Context: an optimization exercise on an open-source flow, tuned for small area, a short achievable clock period and few clock cycles per item. The choices shown serve that exercise and are no tape-out recipe.
Function was checked by simulation only, so behaviour that the tests miss may differ from the original.

Setup of 05-26:
==> module ntt_core, before the edit <==
module ntt_core #(
    parameter WIDTH = 24
)(
    input  wire          clk,
    input  wire          rst_n,
    input  wire          start,
    output reg           done,
    output reg  [7:0]    ram_addr_a,
    output reg           ram_we_a,
    output wire [WIDTH-1:0] ram_wdata_a,
    input  wire [WIDTH-1:0] ram_rdata_a,
    output reg  [7:0]    ram_addr_b,
    output reg           ram_we_b,
    output wire [WIDTH-1:0] ram_wdata_b,
    input  wire [WIDTH-1:0] ram_rdata_b
);
    localparam [22:0] Q = 23'd8380417;
    localparam [10:0] LAST    = 11'd1035;    
    localparam [1:0] S_IDLE = 2'd0, S_RUN = 2'd1, S_DONE = 2'd2;
    reg [1:0]  state;
    function [7:0] arr(input [7:0] G, input [1:0] t);
        reg [5:0] n;
        begin
            n = G[5:0];
            case (G[7:6])
                2'd0: arr = {t, n};
                2'd1: arr = {n[5], n[4], t, n[3], n[0], n[2], n[1]};
                2'd2: arr = {n[5], n[4], n[3], n[0], t, n[2], n[1]};
                default: arr = {n[5], n[0], n[4], n[3], n[2], n[1], t};
            endcase
        end
    endfunction
    function [7:0] maddr(input [2:0] s, input [7:0] j);
        begin
            case (s)
                3'd0: maddr = j;
                3'd1: maddr = {j[6], j[0], j[5], j[4], j[3], j[2], j[1], j[7]};
                3'd2: maddr = {j[6], j[0], j[4], j[2], j[3], j[5], j[1], j[7]};
                3'd3: maddr = {j[6], j[0], j[2], j[3], j[4], j[5], j[1], j[7]};
                default: maddr = {j[0], j[1], j[2], j[3], j[4], j[5], j[6], j[7]};
            endcase
        end
    endfunction
    function [7:0] zk1(input [7:0] G);
        reg [7:0] j;
        begin
            j = arr(G, 2'd0);
            case (G[7:6])
                2'd0: zk1 = 8'd1;
                2'd1: zk1 = {5'd0, 1'b1, j[7:6]};
                2'd2: zk1 = {3'd0, 1'b1, j[7:4]};
                default: zk1 = {1'b0, 1'b1, j[7:2]};
            endcase
        end
    endfunction
    reg  [10:0] cx;
    reg  [8:0]  kq0;
    wire [8:0]  kq1   = kq0 - 9'd1;
    wire [8:0]  kq2   = kq0 - 9'd2;
    wire [8:0]  kq3   = kq0 - 9'd3;
    wire        run   = (state == S_RUN);
    wire [1:0]  xph   = run ? cx[1:0] : 2'd1;
    wire [8:0]  xg    = !run ? 9'd0 : (xph == 2'd1) ? kq0 : (xph == 2'd0) ? kq1 : kq3;
    wire [1:0]  tA    = {xph[0], 1'b0};
    wire [1:0]  tB    = {xph[0], 1'b1};
    wire        r4_wr = xph[1] && !kq3[8];
    reg  [7:0]  jA, jB;
    reg  [2:0]  js;
    reg         jwe;
    always @(posedge clk or negedge rst_n) begin
        if (!rst_n) begin
            jwe        <= 1'b0;
            ram_we_a   <= 1'b0;
            ram_we_b   <= 1'b0;
        end else begin
            jwe        <= run && r4_wr;
            ram_we_a   <= jwe && run;
            ram_we_b   <= jwe && run;
        end
    end
    always @(posedge clk) begin
        ram_addr_a <= maddr(js, jA);
        ram_addr_b <= maddr(js, jB);
        jA <= arr(xg[7:0], tA);
        jB <= arr(xg[7:0], tB);
        js <= xph[1] ? {1'b0, kq3[7:6]} + 3'd1 : {1'b0, xg[7:6]};    
    end
    always @(posedge clk or negedge rst_n) begin
        if (!rst_n) begin
            state <= S_IDLE;
            cx    <= 11'd2;
            kq0   <= 9'd0;
            done  <= 1'b0;
        end else begin
            case (state)
                S_IDLE: begin
                    done <= 1'b0;
                    cx   <= 11'd2;
                    kq0  <= 9'd0;
                    if (start) state <= S_RUN;
                end
                S_RUN: begin
                    cx <= cx + 11'd1;
                    if (cx[1:0] == 2'd3) begin
                        kq0 <= kq0 + 9'd1;
                    end
                    if (cx == LAST + 11'd2) begin
                        state <= S_DONE;
                        done  <= 1'b1;
                    end
                end
                default: begin
                    cx   <= 11'd2;
                    kq0  <= 9'd0;
                    if (!start) begin
                        state <= S_IDLE;
                        done  <= 1'b0;
                    end
                end
            endcase
        end
    end
    wire [7:0]  z1k  = zk1(xph[1] ? kq2[7:0] : kq1[7:0]);
    reg  [7:0]  zidx;
    always @(posedge clk) zidx <= xph[1] ? {z1k[6:0], xph[0]} : z1k;
    wire [39:0] zbd;
    g1_rom u_rom (.clk(clk), .k(zidx), .bd(zbd));
    reg [3:0] ph;
    always @(posedge clk or negedge rst_n) begin
        if (!rst_n)
            ph <= 4'b0001;
        else if (state != S_RUN)
            ph <= 4'b0001;
        else
            ph <= {ph[2:0], ph[3]};
    end
    reg [22:0] rA, rB, dB;
    reg [22:0] H3, H0a, H2a, H2b;
    reg [22:0] mop, bu;
    reg [24:0] mop3;
    reg [22:0] wdA, wdB;
    assign ram_wdata_a = {1'b0, wdA};
    assign ram_wdata_b = {1'b0, wdB};
    always @(posedge clk) begin
        rA <= ram_rdata_a[22:0];
        rB <= ram_rdata_b[22:0];
        dB <= rB;
        H3 <= wdB;
        if (ph[0]) begin
            H0a <= wdA;
            H2a <= wdB;
            H2b <= H2a;
        end
    end
    wire [22:0] mopn = ({23{ph[3]}} & rA) | ({23{ph[0]}} & dB) |
                       ({23{ph[1]}} & wdA) | ({23{ph[2]}} & H3);
    always @(posedge clk) begin
        mop  <= mopn;
        mop3 <= {2'b0, mopn} + {1'b0, mopn, 1'b0};
        bu  <= ({23{ph[3]}} & dB) | ({23{ph[0]}} & H0a) |
               ({23{ph[1]}} & H2b) | ({23{ph[2]}} & rA);
    end
    wire [22:0] mp;
    mont_mul u_mul (.clk(clk), .a(mop), .a3(mop3), .bd(zbd), .res(mp));
    wire [22:0] bsum, bdif;
    mod_add #(.WIDTH(23)) u_add (.a(bu), .b(mp), .q(Q), .res(bsum));
    mod_sub #(.WIDTH(23)) u_sub (.a(bu), .b(mp), .q(Q), .res(bdif));
    always @(posedge clk) begin
        wdA <= bsum;
        wdB <= bdif;
    end
endmodule
==> flow/config.mk <==
export PLATFORM = sky130hd
export DESIGN_NAME = ntt_core
export DESIGN_NICKNAME = ntt_core
export VERILOG_FILES = /design/flow/design.v
export SDC_FILE = /design/flow/constraint.sdc
export NUM_CORES = 4
export LEC_CHECK = 0
export CAP_MARGIN = 20
export CORE_MARGIN = 2
export CORE_UTILIZATION = 40
export PLACE_DENSITY = 0.6
export SLEW_MARGIN = 20
export TNS_END_PERCENT = 10
==> flow/constraint.sdc <==
create_clock -name core_clock -period 10.0 [get_ports {clk}]
set_input_delay 2.0000 -clock core_clock [delete_from_list [all_inputs] [get_ports {clk}]]
set_output_delay 2.0000 -clock core_clock [all_outputs]
set_load 0.01 [all_outputs]
standard.sh (not shown) runs the stock make flow with config.mk's settings and CLKGATE_MAP_FILE= SYNTH_SCRIPT=/design/flow/synth_recipe.tcl, a recipe that flattens the netlist after the stock synthesis.
==> flow/flow/run.sh <==
#!/bin/bash
# The standard layout (the standard.sh: standard synthesis, floorplan, place,
# CTS, route, finish), with the repair steps aiming at a setup slack margin of
# 6.5 ns instead of 0, so that they also work on paths shorter than the clock
# period. The constraints (constraint.sdc) are unchanged.
set -euo pipefail
bash standard.sh SETUP_SLACK_MARGIN=6.5 finish > standard.log 2>&1
Testbench counts of 05-26, summed over its fixed seeds: cycles 24,912, transforms 24.
Setup changes, 05-26 to 11-20
--- a/flow/design.v
+++ b/flow/design.v
@@ -266,18 +266,18 @@
         js <= xph[1] ? {1'b0, kq3[7:6]} + 3'd1 : {1'b0, xg[7:6]};    
     end
     always @(posedge clk or negedge rst_n) begin
         if (!rst_n) begin
             state <= S_IDLE;
-            cx    <= 11'd2;
+            cx    <= 11'd3;
             kq0   <= 9'd0;
             done  <= 1'b0;
         end else begin
             case (state)
                 S_IDLE: begin
                     done <= 1'b0;
-                    cx   <= 11'd2;
+                    cx   <= 11'd3;
                     kq0  <= 9'd0;
                     if (start) state <= S_RUN;
                 end
                 S_RUN: begin
                     cx <= cx + 11'd1;
@@ -288,11 +288,11 @@
                         state <= S_DONE;
                         done  <= 1'b1;
                     end
                 end
                 default: begin
-                    cx   <= 11'd2;
+                    cx   <= 11'd3;
                     kq0  <= 9'd0;
                     if (!start) begin
                         state <= S_IDLE;
                         done  <= 1'b0;
                     end
@@ -308,11 +308,11 @@
     reg [3:0] ph;
     always @(posedge clk or negedge rst_n) begin
         if (!rst_n)
             ph <= 4'b0001;
         else if (state != S_RUN)
-            ph <= 4'b0001;
+            ph <= 4'b0010;
         else
             ph <= {ph[2:0], ph[3]};
     end
     reg [22:0] rA, rB, dB;
     reg [22:0] H3, H0a, H2a, H2b;
Findings:
For final area, 11-20 and 05-26 come out practically identical.
Via count sits higher in 11-20 than in 05-26.
Taking 05-26 as the reference, in 11-20 wire length on met1 now smaller; number of clock buffers in the layout saw an increase; y dimension of the die went up.
From 05-26 to 11-20 the numbers moved as follows: post-place setup slack went down 0.16 ns, die area up 1.3%.
Core utilization (lower): 11-20
Total track usage delta for 11-20 relative to 05-26: 0.36 points higher
Testbench counts of 11-20, summed over its fixed seeds: cycles 24,888, transforms 24.

[afterwards: timing with drivers on the ports]
Ports are ideal in the flow. The routed layouts listed here were re-timed in OpenROAD.
Step 1 sets driving cells, clkbuf_16 on the clock port and buf_2 on the other inputs (assumed; they add their load-dependent delay and slew).
Step 2 also shifts input and output timing later by t, the mid clock arrival at the registers, as if the neighbouring blocks saw the same clock.
Three values: no drivers, after step 1, after step 2; two values: the first two.
run	t (ns)	setup WS [ns]	worst setup path at the end	worst data-port slew with drivers (ns)	cell pins on the clock port's net
05-26	0.707	6.190 / 6.190 / 6.190	register to register	0.16	1
11-20	0.733	6.145 / 6.145 / 6.145	register to register	0.10	1
After both steps setup and hold are still met in every run listed.
